From an optimization exercise on the open Yosys and OpenROAD flow, aimed at small area and a short achievable clock period; shortcuts taken in it are not production practice.
In this exercise RTL edits were held to simulation tests only and were not proved equivalent to the original.

v32:
## fractal
module fractal(
input Clk_100M, reset,
input [15:0]startX,  
input [15:0]startY,
input [15:0]stepX,  
input [15:0]stepY,
output [7:0] divOut,
output [18:0] addr_w,
output wire display,
output wire wea
    );
clock: 11.0 ns
lec_check: 0
cap_margin: 20
core_margin: 2
core_utilization: 45
setup_slack_margin: 3.0
slew_margin: 20
standard.sh (not shown) runs the stock make flow with config.mk's settings and CLKGATE_MAP_FILE= SYNTH_SCRIPT=/design/flow/synth_recipe.tcl, a recipe that flattens the netlist after the stock synthesis.
==> flow/flow/run.sh <==
#!/bin/bash
# Layout flow: the standard flow (standard.sh) with one change to synthesis.
# Yosys's synth normally runs "abc -fast" before ORFS extracts full adders
# (extract_fa); abc restructures the adder trees first, and the adders it
# leaves are found with mixed polarities, which puts an inverter between many
# pairs of full-adder cells. Here the adders are extracted before "abc -fast".
# Everything else (registers, flattening, renaming, the rest of ORFS) is the
# standard flow.
set -euo pipefail
cd "$(dirname "$0")/.."
{
  cat <<'TCL'
proc synth {args} {
  if {[lsearch -exact $args "fine:"] >= 0} {
    yosys synth -nofsm -noshare -noabc {*}$args
    yosys extract_fa
    yosys abc -fast
    yosys opt -fast
  } else {
    yosys synth -nofsm -noshare {*}$args
  }
}
TCL
  tail -n +2 synth_recipe.tcl
} > flow/fa_synth.tcl
sed "s#$PWD/synth_recipe.tcl#$PWD/flow/fa_synth.tcl#g" standard.sh > flow/fa_standard.sh
grep -q fa_synth.tcl flow/fa_standard.sh
bash flow/fa_standard.sh > flow_make.log 2>&1
v32: flow completed, timing, DRC and antenna clean
What v45 does differently from v32 at the input level:
Settings: SETUP_SLACK_MARGIN changed from 3.0 to 4.0.
Results
- Summary: final critical-path required period, v45 better than v32
- From v32 to v45 the numbers moved as follows: met2 routing resource usage after global routing ~0 delta; critical path depth saw an increase.
- Delta (v45 minus v32): data arrival time of the critical path decreased by 0.80 ns relative to the old numbers, first-pass GRT wire length closely matched the old numbers, share of the clock period used by the worst path after layout decreased by 8.2 points relative to the old numbers.
- On sequential share of layout area, v32 and v45 are basically level.
Edits applied to the flow inputs when going from v45 to v4:
Settings: a change of SETUP_SLACK_MARGIN from 4.0 to 5.0.
==> comparison <==
Relative to v45, the first-pass GRT wire length measured on v4 has increased by a few percent. v45 was smaller in final cell area than v4. Diff v45..v4 | cell area reported after detailed placement | negligible.

the previous run:
fractal, a different RTL version from the one above (not shown whole).
Size: roughly 3900 cells after synthesis, about 310 flip-flops, ~95 I/O pins, ~0.037 mm² of cells after synthesis.
Settings: LEC_CHECK=0, CAP_MARGIN=20, CORE_MARGIN=2, CORE_UTILIZATION=60, SETUP_SLACK_MARGIN=5.0, SLEW_MARGIN=20; clock period 11.0 ns.
Scripts as last shown in full above: flow/flow/run.sh
The previous run finished every step from synthesis to the final layout, and the layout passed the timing, design-rule and antenna checks.
--- input diff the previous run..the current run ---
# the previous run
export LEC_CHECK = 0
export CAP_MARGIN = 20
export CORE_MARGIN = 2
export CORE_UTILIZATION = 60
export SETUP_SLACK_MARGIN = 5.0
export SLEW_MARGIN = 20
create_clock -name core_clock -period 11.0 [get_ports {Clk_100M}]
# the current run
export LEC_CHECK = 0
export CAP_MARGIN = 20
export CORE_MARGIN = 2
export CORE_UTILIZATION = 45
export SETUP_SLACK_MARGIN = 5.0
export SLEW_MARGIN = 20
create_clock -name core_clock -period 11.0 [get_ports {Clk_100M}]
- The current run packs its core more loosely than the previous run.
- Going from the previous run to the current run, final non-filler cell total grew by a few percent.
- Between the current run and the previous run, it is the current run whose die area is higher, by about 33%.
- The current run vs the previous run: setup slack up in the current run
- The current run vs the previous run on routed wire length: the current run is the lower one.
- Clock transition at the registers of the reported paths across the current run and the previous run: no real change.
- Relative to the previous run, the first-iteration DRC count of the current run is lower by 457.

Another version of the RTL of fractal (not shown whole).
Size: ~95 I/O pins.
==> flow/design.v (excerpt) <==
module fractal(
input Clk_100M, reset,
input [15:0]startX,  
input [15:0]startY,
input [15:0]stepX,  
input [15:0]stepY,
output [7:0] divOut,
output [18:0] addr_w,
output wire display,
output wire wea
    );
export LEC_CHECK = 0
export CAP_MARGIN = 20
export CORE_MARGIN = 2
export CORE_UTILIZATION = 52
export CTS_BUF_LIST = sky130_fd_sc_hd__clkbuf_4 sky130_fd_sc_hd__clkbuf_8
export SETUP_SLACK_MARGIN = 5.0
export SLEW_MARGIN = 20
create_clock -name core_clock -period 11.0 [get_ports {Clk_100M}]
Scripts as last shown in full above: flow/flow/run.sh
Next try:
==> flow/flow/run.sh (replaced) <==
#!/bin/bash
set -euo pipefail
MARGIN=5.5
cd "$(dirname "$0")/.."
{
  cat <<'TCL'
proc synth {args} {
  if {[lsearch -exact $args "fine:"] >= 0} {
    yosys synth -nofsm -noshare -noabc {*}$args
    yosys extract_fa
    yosys abc -fast
    yosys opt -fast
  } else {
    yosys synth -nofsm -noshare {*}$args
  }
}
TCL
  tail -n +2 synth_recipe.tcl
} > flow/fa_synth.tcl
sed -e "s#$PWD/synth_recipe.tcl#$PWD/flow/fa_synth.tcl#g" \
    -e "s#SETUP_SLACK_MARGIN=[0-9.]*#SETUP_SLACK_MARGIN=$MARGIN#" standard.sh > flow/fa_standard.sh
grep -q fa_synth.tcl flow/fa_standard.sh
grep -q "SETUP_SLACK_MARGIN=$MARGIN" flow/fa_standard.sh
bash flow/fa_standard.sh > flow_make.log 2>&1
- CORE_UTILIZATION: 52 -> 45
- CTS_BUF_LIST: sky130_fd_sc_hd__clkbuf_4 sky130_fd_sc_hd__clkbuf_8 -> unset
Outcome:
- worst hold slack gets worse by 0.0040 ns
- non-clock buffer count goes up by 91
- worst setup slack gets worse by 0.13 ns
Next try:
--- a/flow/flow/run.sh
+++ b/flow/flow/run.sh
@@ -1,0 +2,7 @@
+# Layout flow: the standard flow (standard.sh) with one change to synthesis.
+# Yosys's synth normally runs "abc -fast" before ORFS extracts full adders
+# (extract_fa); abc restructures the adder trees first, and the adders it
+# leaves are found with mixed polarities, which puts an inverter between many
+# pairs of full-adder cells. Here the adders are extracted before "abc -fast".
+# Everything else (registers, flattening, renaming, the rest of ORFS) is the
+# standard flow.
@@ -3 +9,0 @@
-MARGIN=5.5
@@ -20,2 +26 @@
-sed -e "s#$PWD/synth_recipe.tcl#$PWD/flow/fa_synth.tcl#g" \
-    -e "s#SETUP_SLACK_MARGIN=[0-9.]*#SETUP_SLACK_MARGIN=$MARGIN#" standard.sh > flow/fa_standard.sh
+sed "s#$PWD/synth_recipe.tcl#$PWD/flow/fa_synth.tcl#g" standard.sh > flow/fa_standard.sh
@@ -23 +27,0 @@
-grep -q "SETUP_SLACK_MARGIN=$MARGIN" flow/fa_standard.sh
- CORE_UTILIZATION: 45 -> 52
The changed run finished clean. Synthesized area does not change. Count of clock-buffer cells in the layout is lower by 10. Synthesized cell count does not change. Worst hold slack improves by 0.0043 ns. Setup slack improves by 0.13 ns. Fmax is higher by 2.2%. First-iteration DRC count is higher by 0.67%.
Next try:
- CORE_UTILIZATION: 52 -> 45
After rerunning: The new run ran to the end with no violations. Routed wire length drops by a few percent. Sequential share of layout area fell by 0.11 points. Cell count climbs by a few percent. Count of clock-buffer cells in the layout increases by 12. Setup slack gets worse by 0.073 ns. Via count came out lower by a few percent. Hold slack barely changes. Global-route usage fell by 5.9 points. Critical path depth increases by 2. Synthesized cell count stays the same.
Next try:
==> flow/flow/run.sh (replaced) <==
#!/bin/bash
set -euo pipefail
MARGIN=4.5
cd "$(dirname "$0")/.."
{
  cat <<'TCL'
proc synth {args} {
  if {[lsearch -exact $args "fine:"] >= 0} {
    yosys synth -nofsm -noshare -noabc {*}$args
    yosys extract_fa
    yosys abc -fast
    yosys opt -fast
  } else {
    yosys synth -nofsm -noshare {*}$args
  }
}
TCL
  tail -n +2 synth_recipe.tcl
} > flow/fa_synth.tcl
sed -e "s#$PWD/synth_recipe.tcl#$PWD/flow/fa_synth.tcl#g" \
    -e "s#SETUP_SLACK_MARGIN=[0-9.]*#SETUP_SLACK_MARGIN=$MARGIN#" standard.sh > flow/fa_standard.sh
grep -q fa_synth.tcl flow/fa_standard.sh
grep -q "SETUP_SLACK_MARGIN=$MARGIN" flow/fa_standard.sh
bash flow/fa_standard.sh > flow_make.log 2>&1
The new run passed the timing, design-rule and antenna checks.
Die area stays the same.
Wire length is lower slightly.
Area after synthesis stays the same.
Maximum frequency is lower by a few percent.
Non-clock buffer count is lower by 39.

-- re-timing with driven ports --
In the flow no input, the clock included, has a driving cell. The finished layouts below were timed again as built, in two steps. Step 1 sets driving cells, clkbuf_16 on the clock port and buf_2 on the other inputs (assumed; they add their load-dependent delay and slew). Step 2 moves the port delays by t, midway between the first and last clock arrival at a register: inputs arrive t later, outputs are due t later. That takes back most of the time a late clock gives input paths. a / b / c = ideal / step 1 / step 2; a / b = the first two.
run	shift t [ns]	setup WS [ns]	worst register clock-pin slew, ns
v32	0.627	3.399 / 3.399 / 3.399	0.07 / 0.07
v45	0.632	4.302 / 4.302 / 4.302	0.07 / 0.07
v4	0.627	4.858 / 4.858 / 4.858	0.06 / 0.06
the previous run	0.633	5.039 / 5.039 / 5.039	0.07 / 0.07
the current run	0.636	5.087 / 5.087 / 5.087	0.07 / 0.07
the first run of note 3	0.754	5.113 / 5.113 / 5.113	0.07 / 0.07
the second run of note 3	0.654	4.979 / 4.979 / 4.979	0.07 / 0.07
the third run of note 3	0.633	5.107 / 5.107 / 5.107	0.07 / 0.07
the fourth run of note 3	0.655	5.034 / 5.034 / 5.034	0.06 / 0.06
the fifth run of note 3	0.654	4.750 / 4.750 / 4.750	0.07 / 0.07
After both steps setup and hold are still met in every run listed.
